This design comes from an exercise in tuning for small area and a short achievable clock period on the open sky130 flow, not from production work. Function was checked by simulation only, so behaviour that the tests miss may differ from the original.

### flow/design.v
module fir_32nd (
    input clk,
    input reset,
    input signed [15:0] data_in,
    output reg signed [15:0] filtered_output
);
    parameter signed [15:0] h0  = 16'sd2;
    parameter signed [15:0] h1  = 16'sd188;
    parameter signed [15:0] h2  = 16'sd187;
    parameter signed [15:0] h3  = 16'sd876;
    parameter signed [15:0] h4  = 16'sd1327;
    parameter signed [15:0] h5  = 16'sd2048;
    parameter signed [15:0] h6  = 16'sd2767;
    parameter signed [15:0] h7  = 16'sd3398;
    parameter signed [15:0] h8  = 16'sd3855;
    parameter signed [15:0] h9  = 16'sd4097;
    parameter signed [15:0] h10 = 16'sd3855;
    parameter signed [15:0] h11 = 16'sd3398;
    parameter signed [15:0] h12 = 16'sd2767;
    parameter signed [15:0] h13 = 16'sd2048;
    parameter signed [15:0] h14 = 16'sd1329;
    parameter signed [15:0] h15 = 16'sd702;
    parameter signed [15:0] h16 = 16'sd241;
    parameter signed [15:0] h17 = 16'sd2;  
    parameter signed [15:0] h18 = 16'sd241;
    parameter signed [15:0] h19 = 16'sd702;
    parameter signed [15:0] h20 = 16'sd1329;
    parameter signed [15:0] h21 = 16'sd2048;
    parameter signed [15:0] h22 = 16'sd2767;
    parameter signed [15:0] h23 = 16'sd3398;
    parameter signed [15:0] h24 = 16'sd3855;
    parameter signed [15:0] h25 = 16'sd4097;
    parameter signed [15:0] h26 = 16'sd3855;
    parameter signed [15:0] h27 = 16'sd3398;
    parameter signed [15:0] h28 = 16'sd2767;
    parameter signed [15:0] h29 = 16'sd2048;
    parameter signed [15:0] h30 = 16'sd1329;
    parameter signed [15:0] h31 = 16'sd702;
    parameter signed [15:0] h32 = 16'sd2;
    reg signed [15:0] x[0:32];
    reg signed [31:0] acc;
    integer i;
    always @(posedge clk or posedge reset) begin
        if (reset) begin
            for (i = 0; i < 33; i = i + 1)
                x[i] <= 0;
            acc <= 0;
            filtered_output <= 0;
        end else begin
            for (i = 32; i > 0; i = i - 1)
                x[i] <= x[i - 1];
            x[0] <= data_in;
            acc <= h0  * x[0]  + h1  * x[1]  + h2  * x[2]  + h3  * x[3] +
                   h4  * x[4]  + h5  * x[5]  + h6  * x[6]  + h7  * x[7] +
                   h8  * x[8]  + h9  * x[9]  + h10 * x[10] + h11 * x[11] +
                   h12 * x[12] + h13 * x[13] + h14 * x[14] + h15 * x[15] +
                   h16 * x[16] + h17 * x[17] + h18 * x[18] + h19 * x[19] +
                   h20 * x[20] + h21 * x[21] + h22 * x[22] + h23 * x[23] +
                   h24 * x[24] + h25 * x[25] + h26 * x[26] + h27 * x[27] +
                   h28 * x[28] + h29 * x[29] + h30 * x[30] + h31 * x[31] +
                   h32 * x[32];
            filtered_output <= (acc + (1 <<< 14)) >>> 15;
        end
    end
endmodule
### flow/run.sh
#!/bin/bash
# synth_recipe.tcl (not shown) runs the flow's synth.tcl, then flattens the netlist and writes it again
# the make line also repeats each setting of config.mk as NAME=value (left out here)
make -C /OpenROAD-flow-scripts/flow DESIGN_CONFIG=/design/flow/config.mk WORK_HOME=/design/flow/orfs CLKGATE_MAP_FILE= SYNTH_SCRIPT=/design/flow/synth_recipe.tcl finish
### flow/config.mk
export PLATFORM = sky130hd
export DESIGN_NAME = fir_32nd
export DESIGN_NICKNAME = fir_32nd
export VERILOG_FILES = /design/flow/design.v
export SDC_FILE = /design/flow/constraint.sdc
export NUM_CORES = 4
export LEC_CHECK = 0
export CAP_MARGIN = 20
export CORE_MARGIN = 2
export CORE_UTILIZATION = 30
export SLEW_MARGIN = 20
### flow/constraint.sdc
create_clock -name core_clock -period 15.0 [get_ports {clk}]
set_input_delay 3.0000 -clock core_clock [delete_from_list [all_inputs] [get_ports {clk}]]
set_output_delay 3.0000 -clock core_clock [all_outputs]
set_load 0.01 [all_outputs]
==> summary.txt <==
## metal layers
metal	vias to the layer above	global-route usage (%)
li1	31420	-
met1	37860	26.11
met2	1759	30.57
met3	407	3.132
met4	4	6.787
met5	-	0
## sequential cells by signal (all words and copies together), names as in the netlist
register         count
x                  528
filtered_output     16
acc                 17
## layout make-up
cell class | instances | area, µm² | area share (%)
multi-input combinational | 6313 | 91180 | 70.30
sequential | 561 | 14040 | 10.83
inverter | 3733 | 14020 | 10.81
tap | 5242 | 6559 | 5.057
clock buffer | 106 | 2293 | 1.768
timing repair buffer | 110 | 945.9 | 0.7293
clock inverter | 41 | 565.5 | 0.4360
antenna | 37 | 92.59 | 0.07139
## worst min path at each step
stage / start / end / slack (ns) / cells after the start
finish: x[13][14] / x[14][14] / 0.40 / 0
detailed placement: x[13][8] / x[14][8] / 0.38 / 0
floorplan: x[13][0] / x[14][0] / 0.37 / 0
global route: x[17][1] / x[18][1] / 0.41 / 0
CTS: x[13][14] / x[14][14] / 0.40 / 0
global placement: x[13][4] / x[14][4] / 0.38 / 0
## repair_timing
action / in CTS / in global routing
hold endpoints to repair: 0 / 0
endpoints found under the setup margin: 0 / 4
resized for setup: 0 / 6
hold buffers: 0 / 0
setup buffers: 0 / 1
## Yosys cell counts, drive strengths merged, types with 3 or more instances
cell type / number / area, µm²
o41ai: 7 / 76.32
dfrtp: 561 / 14040
a21boi: 7 / 52.55
a21o: 56 / 420.4
a31o: 8 / 70.07
nor2: 164 / 615.6
and2: 9 / 56.30
a211oi: 10 / 75.07
o21bai: 21 / 157.7
o211ai: 7 / 52.55
o22ai: 6 / 37.54
xor2: 146 / 1279
mux2i: 18 / 180.2
a311oi: 3 / 32.53
nand4: 5 / 31.28
buf: 7 / 27.52
a41oi: 7 / 68.82
o21ai: 110 / 550.5
a221oi: 4 / 35.03
or3: 16 / 100.1
a2bb2oi: 3 / 26.28
a31oi: 21 / 131.4
xnor2: 299 / 2619
nor2b: 24 / 150.1
ha: 1988 / 24870
a41o: 3 / 30.03
o21a: 45 / 337.8
nand3: 40 / 200.2
and3: 20 / 125.1
or2: 20 / 125.1
or4: 6 / 45.04
inv: 3732 / 14010
o31a: 5 / 43.79
a211o: 6 / 52.55
o31ai: 6 / 45.04
o22a: 3 / 26.28
clkbuf: 27 / 101.4
fa: 2818 / 56410
nor4: 8 / 50.05
a21oi: 170 / 865.8
nor3: 46 / 230.2
nand2b: 31 / 193.9
nand2: 126 / 473.0
## cell families after synthesis
group                      after synthesis
buffers and inverters                 3767
muxes                                   18
xor gates and xnor gates               445
DFF                                    561
and+or+nand+nor                        521
AOI/OAI and AO/OA                      523
adders and majority gates             4806
## stage by stage
stage          instances  hold WS (ns)
6_report           16140        0.3989
5_1_grt            16140        0.4133
4_1_cts            16110        0.4002
3_5_place_dp       15960        0.3818
3_3_place_gp       15960        0.3783
2_1_floorplan      10640        0.3721
==> tab_implementation.tex <==
\begin{tabular}{lr}
\hline
Metric & Value \\
\hline
\multicolumn{2}{l}{\textbf{Global routing}} \\
Antenna violations before repair & 12 \\
Global Route Usage Sum & 19.11\% \\
Aggregate global routing overflow & 0 \\
Vias in the first global route & $\sim$80000 \\
Pin count of the biggest net entering global routing & around 130 \\
Wire length of the first global-routing pass & between 500000 and 600000 µm \\
\multicolumn{2}{l}{\textbf{Place}} \\
Final GP Congestion & 0.9865 \\
Port Buffers & 33 \\
Post-DP HPWL & 334300 µm \\
Setup slack at placement & $\sim$0.26 ns \\
Placed inst area & 0.1267 mm² \\
\multicolumn{2}{l}{\textbf{Floorplanning}} \\
Die Span Y & 634.7 µm \\
Count of pins on the block boundary & 34 \\
Starting utilization of the core area & about 30\% \\
Die Footprint & $\sim$0.40 mm² \\
Count of standard-cell rows & around 230 \\
Die span in x & 634.7 µm \\
Floorplan Core Area & slightly below 0.4 mm² \\
\multicolumn{2}{l}{\textbf{STA}} \\
Number of pins with negative max-slew slack in the final report & 0 \\
Clock Skews & approximately 0.041 ns \\
Min Tclk post-route & around 14 ns \\
Relative slew slack & 23.74\% \\
Setup TNS & 0 ns \\
Final critical-path share of the clock period & between 90\% and 100\% \\
Final hold violation count & 0 \\
\# setup viols final & 0 \\
Measured slew at the worst slew-check pin & 1.144 ns \\
Setup repair after global routing missed its margin & no \\
Achievable frequency & 0.07010 GHz \\
Minimum setup slack in the final design & $\sim$0.73 ns \\
\multicolumn{2}{l}{\textbf{Critical path}} \\
Count of buffering cells on the critical path with inverters included & 14 \\
Path depth of the worst reg2reg path & a little under 50 \\
Endpoint of the worst setup timing path & acc[30] \\
Register-to-register setup slack & 0.73 ns \\
Cell repeated most along the worst path & fa\_1 \\
Required time reported for the critical path endpoint & 15.61 ns \\
Delay-heaviest family, CP & adder cells \\
Data arrival time of the critical path & about 15 ns \\
Top fanout value on the critical path & 7 \\
Start point of the critical path & x[15][2] \\
Worst Setup Start Kind & flop \\
Endpoint of the worst-slack reg-to-reg timing path & acc[30] \\
Peak per-stage delay on the critical path & approximately 0.59 ns \\
R2R Path Start & x[15][2] \\
Instance count on the critical path & between 40 and 50 \\
CP Class & reg -> reg \\
Critical Path Slowest Stage Cell & fa\_1 \\
CP endpoint kind & flop \\
\multicolumn{2}{l}{\textbf{Synth}} \\
Register bit count reported by yosys & 561 \\
Number of flops mapped to enable cells by yosys & 0 \\
Post-synthesis cell area & roughly 0.12 mm² \\
Number of distinct library cells after synthesis & between 60 and 70 \\
Share of synthesized area spent on multiplexers & less than 1\% \\
Post-Synth Adder-Cell Area & a little under 70\% \\
XOR/XNOR Fraction of Synth Area & 3.266\% \\
Mean instance size in the synthesized netlist & approximately 11 µm² \\
Largest family of logic cells by synthesized area & adder cells \\
Number of nets in the synthesized netlist & roughly 15000 \\
Part of the Yosys area used for sequential elements & roughly an eighth \\
Simple logic cell fraction of the synthesized area & $\sim$2\% \\
Gate count of the mapped netlist & between 10000 and 15000 \\
Compound-gate portion of the synthesized area & about 2.8\% \\
Post-synthesis async set-or-reset flop share & 100.0\% \\
Most used flip-flop cell after synthesis & dfrtp\_1 \\
Synth warnings & 2 \\
\multicolumn{2}{l}{\textbf{Finish}} \\
Count of nets after finishing & 15620 \\
Number of fill cells & about 40000 \\
Final design instance area without fill & 0.1297 mm² \\
Layout area overhead & 8.688\% \\
Commonest non-fill, non-tap cell in the layout & inv\_1 \\
Layout cells sized above 1 & under 10\% \\
Final standard cell utilization of the core & around 33\% \\
Leading cell types in the layout, fill and taps excluded & inv\_1 (3731), fa\_1 (2818), ha\_1 (1988) \\
\multicolumn{2}{l}{\textbf{Clock tree}} \\
Buffer depth of the longest clock path & 3 \\
Total number of clock tree sinks & 561 \\
Clk root buf & clkbuf\_16 \\
H-tree levels & 3 \\
Clock slew at the register clock pins of the worst setup and hold paths & 0.06 ns \\
Clock tree from TritonCTS & done \\
Clk\_lat worst skew & 0.77 ns \\
TritonCTS buffer count & 80 \\
\multicolumn{2}{l}{\textbf{Routing}} \\
Wire length the detailed router placed on met1 & around 160000 µm \\
Uppermost signal routing layer after detailed routing & met5 \\
Wire length per cell & around 23 µm \\
Via-to-Cell Ratio & roughly 4.4 \\
Vias after detailed routing & between 70000 and 80000 \\
Routed Antenna Nets & 0 \\
Starting DRT DRC Count & 5079 \\
Total routed wirelength & between 300000 and 400000 µm \\
Number of detailed-route iterations in the first pass & 6 \\
Met2 Routed Length & 168900 µm \\
Number of design rule violations left after detail routing & 0 \\
Met3 WL & 23210 µm \\
\multicolumn{2}{l}{\textbf{Run status}} \\
Result of the run & no timing/DRC/antenna violations \\
\multicolumn{2}{l}{\textbf{Job}} \\
Total of max-cap violations & 0 \\
\multicolumn{2}{l}{\textbf{Hold path}} \\
Class of the most critical hold timing path & reg -> reg \\
\hline
\end{tabular}

re-timing with driven ports:
No port has a modelled driver above. Below, the same layout with a new extraction and two added sets of constraints. Step 1 sets driving cells, clkbuf_16 on the clock port and buf_2 on the other inputs (assumed; they add their load-dependent delay and slew). Step 2 also shifts input and output timing later by t, the mid clock arrival at the registers, as if the neighbouring blocks saw the same clock. a / b / c = ideal / step 1 / step 2; a / b = the first two.
t (ns): 0.844
setup WS [ns]: 0.734 / 0.734 / 0.734
worst setup path after step 2: register to register
latest minus earliest clock arrival (ns): 0.042 / 0.042
After both steps setup and hold are still met in this run. The setup slack of this run moves by 0.000 ns with the drivers and by 0.000 ns with both steps.
